Context: an optimization exercise on an open-source flow, tuned for small area. The choices shown serve that exercise and are no tape-out recipe.
Only simulation tests tie the RTL to the original design; equivalence was not proved.

Design main_calc_cu, start of the top module:
module  main_calc_cu (Clk, Reset, dataInBus, btl, btr, btd, btu, btc,
			sel1, sel2, sel3, sel4, sel5, sel6, sel7,
			add, sub, div, mult, gcd, isprime, sqrt, done,
			num1_out, num2_out,
			textOut);
For scale: about 1500 cells after synthesis, ~57 flip-flops, roughly 300 I/O pins.
export LEC_CHECK = 0
export ABC_AREA = 1
export CAP_MARGIN = 30
export CORE_MARGIN = 2
export CORE_UTILIZATION = 40
export GPL_TIMING_DRIVEN = 0
export SLEW_MARGIN = 30
create_clock -name core_clock -period 32.0 [get_ports {Clk}]
standard.sh (not shown) runs the stock make flow with config.mk's settings and CLKGATE_MAP_FILE= SYNTH_SCRIPT=/design/flow/synth_recipe.tcl, a recipe that flattens the netlist after the stock synthesis.
==> flow/flow/run.sh <==
#!/bin/bash
# Own flow: the standard layout with
#  - synthesis as the standard one, but with an area-oriented ABC script (flow/area.abc:
#    deepsyn, then choice computation and amap);
#    flip-flops are mapped before ABC runs, so the registers are the standard synthesis's;
#  - the smallest buffer on every port;
#  - a small clock tree without dummy loads;
#  - synthesis buffers removed before placement, placement not timing driven
#    (GPL_TIMING_DRIVEN 0 in config.mk; SLEW_MARGIN and CAP_MARGIN 40 so that repair
#    buffers the high-fanout nets this leaves);
#  - one tie cell each for the constant-0 and constant-1 outputs.
# Each tool's output goes to flow.log here and to ORFS's own logs under orfs/logs.
set -euo pipefail
W=$(pwd)
# ORFS synth.tcl with the ABC script swapped for ours
sed 's|^  log_cmd abc {\*}\$abc_args|  set abc_args [lreplace $abc_args 1 1 '"$W"'/flow/area.abc]\n  log_cmd abc {*}$abc_args|' \
  "$FLOW_HOME/scripts/synth.tcl" > "$W/own_synth_body.tcl"
grep -q "flow/area.abc" "$W/own_synth_body.tcl"
sed "s|source \$::env(SCRIPTS_DIR)/synth.tcl|source $W/own_synth_body.tcl|" synth_recipe.tcl > "$W/own_synth.tcl"
grep -q own_synth_body "$W/own_synth.tcl"
sed "s|SYNTH_SCRIPT=[^ ]*|SYNTH_SCRIPT=$W/own_synth.tcl|" standard.sh > "$W/own_standard.sh"
grep -q own_synth.tcl "$W/own_standard.sh"
export BUFFER_PORTS_ARGS="-buffer_cell sky130_fd_sc_hd__buf_1"
export CTS_ARGS="-sink_clustering_enable -repair_clock_nets -dont_use_dummy_load -buf_list sky130_fd_sc_hd__clkbuf_8 -sink_clustering_size 30 -sink_clustering_max_diameter 100"
# remove the synthesis buffers before placement (timing-driven placement, which would, is off)
export PRE_GLOBAL_PLACE_TCL="$W/flow/pre_gpl.tcl"
# one tie cell for the constant outputs
export SKIP_REPAIR_TIE_FANOUT=1
bash "$W/own_standard.sh" > "$W/flow.log" 2>&1
==> flow/flow/area.abc <==
strash
&get -n
&deepsyn -T 60
&put
dch -f
amap
topo
stime -c
==> flow/flow/pre_gpl.tcl <==
remove_buffers
The baseline finished clean.
Change:
--- a/flow/config.mk
+++ b/flow/config.mk
@@ -9 +9 @@
-export CAP_MARGIN = 30
+export CAP_MARGIN = 40
@@ -11 +11 @@
-export CORE_UTILIZATION = 40
+export CORE_UTILIZATION = 65
@@ -13 +13 @@
-export SLEW_MARGIN = 30
+export SLEW_MARGIN = 40
Effect: Non-clock buffer count is unchanged. Area after synthesis is unchanged. Synthesized cell count is unchanged. Worst setup slack gets worse by 0.75 ns. Utilization grows by 27 points. Global-route usage grows by 20 points. Cell area shrinks by 0.67%.
Change:
--- a/flow/flow/run.sh
+++ b/flow/flow/run.sh
@@ -9 +9 @@
-#    (GPL_TIMING_DRIVEN 0 in config.mk; SLEW_MARGIN and CAP_MARGIN 40 so that repair
+#    (GPL_TIMING_DRIVEN 0 in config.mk; SLEW_MARGIN and CAP_MARGIN 30 so that repair
--- a/flow/config.mk
+++ b/flow/config.mk
@@ -9 +9 @@
-export CAP_MARGIN = 40
+export CAP_MARGIN = 30
@@ -11 +11 @@
-export CORE_UTILIZATION = 65
+export CORE_UTILIZATION = 40
@@ -13 +13 @@
-export SLEW_MARGIN = 40
+export SLEW_MARGIN = 30
Worst setup slack improves by 0.75 ns.
Cell count rises by 6.3%.
Die area rises by about 60%.
Wire length rises by about 4%.
Core utilization falls by 27 points.
Change:
--- a/flow/flow/run.sh
+++ b/flow/flow/run.sh
@@ -9 +9 @@
-#    (GPL_TIMING_DRIVEN 0 in config.mk; SLEW_MARGIN and CAP_MARGIN 30 so that repair
+#    (GPL_TIMING_DRIVEN 0 in config.mk; SLEW_MARGIN and CAP_MARGIN 40 so that repair
--- a/flow/config.mk
+++ b/flow/config.mk
@@ -9 +9 @@
-export CAP_MARGIN = 30
+export CAP_MARGIN = 40
@@ -11 +11 @@
-export CORE_UTILIZATION = 40
+export CORE_UTILIZATION = 55
@@ -13 +13 @@
-export SLEW_MARGIN = 30
+export SLEW_MARGIN = 40
Outcome: The new run completed with no timing, DRC or antenna violations; final area is about the same; wire length drops by a few percent; global-route usage grows by 13 points.
Change:
--- a/flow/config.mk
+++ b/flow/config.mk
@@ -11 +11 @@
-export CORE_UTILIZATION = 55
+export CORE_UTILIZATION = 40
Routed wire length climbs by 3.1%.
Synthesized area stays the same.
Cell count rises by 3.9%.
Maximum frequency stays flat.
Count of clock-buffer cells in the layout is unchanged.

========
Another version of the RTL of main_calc_cu (not shown whole).
Size in the first run: roughly 1600 cells after synthesis, about 11000 um2 of cells after synthesis.
Settings: LEC_CHECK=0, ABC_AREA=1, CAP_MARGIN=20, CORE_MARGIN=2, CORE_UTILIZATION=40, GPL_TIMING_DRIVEN=0, SLEW_MARGIN=20; clock period 32.0 ns.
==> flow/flow/run.sh <==
#!/bin/bash
# Own flow: the standard layout with
#  - synthesis as the standard one, but with an area-oriented ABC script (flow/area.abc);
#    flip-flops are mapped before ABC runs, so the registers are the standard synthesis's;
#  - the smallest buffer on every port;
#  - a small clock tree without dummy loads;
#  - synthesis buffers removed before placement, placement not timing driven
#    (GPL_TIMING_DRIVEN 0 in config.mk), and power recovery (downsizing) after routing.
# Each tool's output goes to flow.log here and to ORFS's own logs under orfs/logs.
set -euo pipefail
W=$(pwd)
# ORFS synth.tcl with the ABC script swapped for ours
sed 's|^  log_cmd abc {\*}\$abc_args|  set abc_args [lreplace $abc_args 1 1 '"$W"'/flow/area.abc]\n  log_cmd abc {*}$abc_args|' \
  "$FLOW_HOME/scripts/synth.tcl" > "$W/own_synth_body.tcl"
grep -q "flow/area.abc" "$W/own_synth_body.tcl"
sed "s|source \$::env(SCRIPTS_DIR)/synth.tcl|source $W/own_synth_body.tcl|" synth_recipe.tcl > "$W/own_synth.tcl"
grep -q own_synth_body "$W/own_synth.tcl"
sed "s|SYNTH_SCRIPT=[^ ]*|SYNTH_SCRIPT=$W/own_synth.tcl|" standard.sh > "$W/own_standard.sh"
grep -q own_synth.tcl "$W/own_standard.sh"
export BUFFER_PORTS_ARGS="-buffer_cell sky130_fd_sc_hd__buf_1"
export CTS_ARGS="-sink_clustering_enable -repair_clock_nets -dont_use_dummy_load -buf_list sky130_fd_sc_hd__clkbuf_8 -sink_clustering_size 30 -sink_clustering_max_diameter 100"
# downsize cells on paths with slack to spare, after global routing
export RECOVER_POWER=100
export SKIP_REPAIR_TIE_FANOUT=1
# remove the synthesis buffers before placement (timing-driven placement, which would, is off)
export PRE_GLOBAL_PLACE_TCL="$W/flow/pre_gpl.tcl"
bash "$W/own_standard.sh" > "$W/flow.log" 2>&1
==> flow/flow/area.abc <==
strash
&get -n
&deepsyn -T 60
&put
dch -f
map -a
strash
dch -f
map -a
topo
stime -c
Scripts as last shown in full above: flow/flow/pre_gpl.tcl
The first run finished but fails on max-capacitance violations, max-slew violations.
Rerun with:
--- a/flow/flow/run.sh
+++ b/flow/flow/run.sh
@@ -7,3 +7,3 @@
 #  - synthesis buffers removed before placement, placement not timing driven
-#    (GPL_TIMING_DRIVEN 0 in config.mk), and power recovery (downsizing) after routing.
+#    (GPL_TIMING_DRIVEN 0 in config.mk).
 # Each tool's output goes to flow.log here and to ORFS's own logs under orfs/logs.
@@ -21,5 +21,2 @@
 export CTS_ARGS="-sink_clustering_enable -repair_clock_nets -dont_use_dummy_load -buf_list sky130_fd_sc_hd__clkbuf_8 -sink_clustering_size 30 -sink_clustering_max_diameter 100"
-# downsize cells on paths with slack to spare, after global routing
-export RECOVER_POWER=100
-export SKIP_REPAIR_TIE_FANOUT=1
 # remove the synthesis buffers before placement (timing-driven placement, which would, is off)
CAP_MARGIN = 40   (was 20)
SLEW_MARGIN = 40   (was 20)
After rerunning: With this change the flow produced a clean layout; routed wire length grows by 2.8%; non-clock buffer count rises by 2; worst hold slack hardly moves; critical path depth is unchanged; design area goes up by 2.4%; setup slack got worse by 0.29 ns; via count rose by 2.8%.
Rerun with:
--- a/flow/flow/run.sh
+++ b/flow/flow/run.sh
@@ -7,3 +7,3 @@
 #  - synthesis buffers removed before placement, placement not timing driven
-#    (GPL_TIMING_DRIVEN 0 in config.mk).
+#    (GPL_TIMING_DRIVEN 0 in config.mk), and power recovery (downsizing) after routing.
 # Each tool's output goes to flow.log here and to ORFS's own logs under orfs/logs.
@@ -21,2 +21,4 @@
 export CTS_ARGS="-sink_clustering_enable -repair_clock_nets -dont_use_dummy_load -buf_list sky130_fd_sc_hd__clkbuf_8 -sink_clustering_size 30 -sink_clustering_max_diameter 100"
+# downsize cells on paths with slack to spare, after global routing
+export RECOVER_POWER=100
 # remove the synthesis buffers before placement (timing-driven placement, which would, is off)
CAP_MARGIN = 20   (was 40)
SLEW_MARGIN = 20   (was 40)
This time the run finished but fails on max-capacitance violations, max-slew violations.
Area after synthesis does not change.
Global-route usage is about the same.
Die area is unchanged.
Routed wire length goes up by 0.46%.
Utilization goes down by 0.19 points.
First-iteration DRC count goes up by 1.3%.
Register-to-register slack gains 0.02 ns.
Cell area goes down by 0.42%.
Rerun with:
--- a/flow/flow/run.sh
+++ b/flow/flow/run.sh
@@ -7,3 +7,5 @@
 #  - synthesis buffers removed before placement, placement not timing driven
-#    (GPL_TIMING_DRIVEN 0 in config.mk), and power recovery (downsizing) after routing.
+#    (GPL_TIMING_DRIVEN 0 in config.mk; SLEW_MARGIN and CAP_MARGIN 40 so that repair
+#    buffers the high-fanout nets this leaves);
+#  - one tie cell each for the constant-0 and constant-1 outputs.
 # Each tool's output goes to flow.log here and to ORFS's own logs under orfs/logs.
@@ -21,6 +23,6 @@
 export CTS_ARGS="-sink_clustering_enable -repair_clock_nets -dont_use_dummy_load -buf_list sky130_fd_sc_hd__clkbuf_8 -sink_clustering_size 30 -sink_clustering_max_diameter 100"
-# downsize cells on paths with slack to spare, after global routing
-export RECOVER_POWER=100
 # remove the synthesis buffers before placement (timing-driven placement, which would, is off)
 export PRE_GLOBAL_PLACE_TCL="$W/flow/pre_gpl.tcl"
+# one tie cell for the constant outputs
+export SKIP_REPAIR_TIE_FANOUT=1
 bash "$W/own_standard.sh" > "$W/flow.log" 2>&1
CAP_MARGIN = 40   (was 20)
SLEW_MARGIN = 40   (was 20)
With this change the flow passed the timing, design-rule and antenna checks.
Global-route usage decreases by 1.4 points.
Worst hold slack gets worse by 0.024 ns.
Via count decreases by 1.7%.
Synthesized cell count stays the same.
First-iteration DRC count decreases by 16%.
Routed wire length decreases by 3.1%.
Cell area decreases by about 1.3%.
Fmax increases by about 1.4%.
Register-to-register slack gets better by 0.26 ns.

==> static timing again, ports no longer ideal <==
How much do the figures lean on ideal ports? The routed layouts below were timed once more, with nothing changed but the port constraints.
Step 1, drivers: a clkbuf_16 drives Clk and a buf_2 each remaining input, both assumed.
Step 2 adds t to the input delays and takes it off the output delays; t is the mean of the earliest and latest rising clock arrival at the registers after step 1. Input paths then give back, and output paths get back, about the clock's delay inside the block.
Three values: ideal ports, drivers, drivers and shift; two values: the first two.
| run | t (ns) | slack for setup (ns) | hold WS [ns] |
|---|---|---|---|
| the first run of note 1 | 0.402 | 12.345 / 12.345 / 12.345 | 0.428 / 0.428 / 0.428 |
| the second run of note 1 | 0.390 | 11.598 / 11.598 / 11.598 | 0.427 / 0.427 / 0.427 |
| the third run of note 1 | 0.402 | 12.345 / 12.345 / 12.345 | 0.428 / 0.428 / 0.428 |
| the fourth run of note 1 | 0.402 | 12.239 / 12.239 / 12.239 | 0.421 / 0.421 / 0.421 |
| the fifth run of note 1 | 0.400 | 12.255 / 12.255 / 12.255 | 0.431 / 0.431 / 0.431 |
| the first run of note 2 | 0.391 | 13.186 / 13.186 / 13.186 | 0.439 / 0.439 / 0.439 |
| the second run of note 2 | 0.412 | 12.899 / 12.899 / 12.899 | 0.440 / 0.440 / 0.440 |
| the third run of note 2 | 0.413 | 12.920 / 12.920 / 12.920 | 0.463 / 0.463 / 0.463 |
| the fourth run of note 2 | 0.393 | 13.183 / 13.183 / 13.183 | 0.439 / 0.439 / 0.439 |
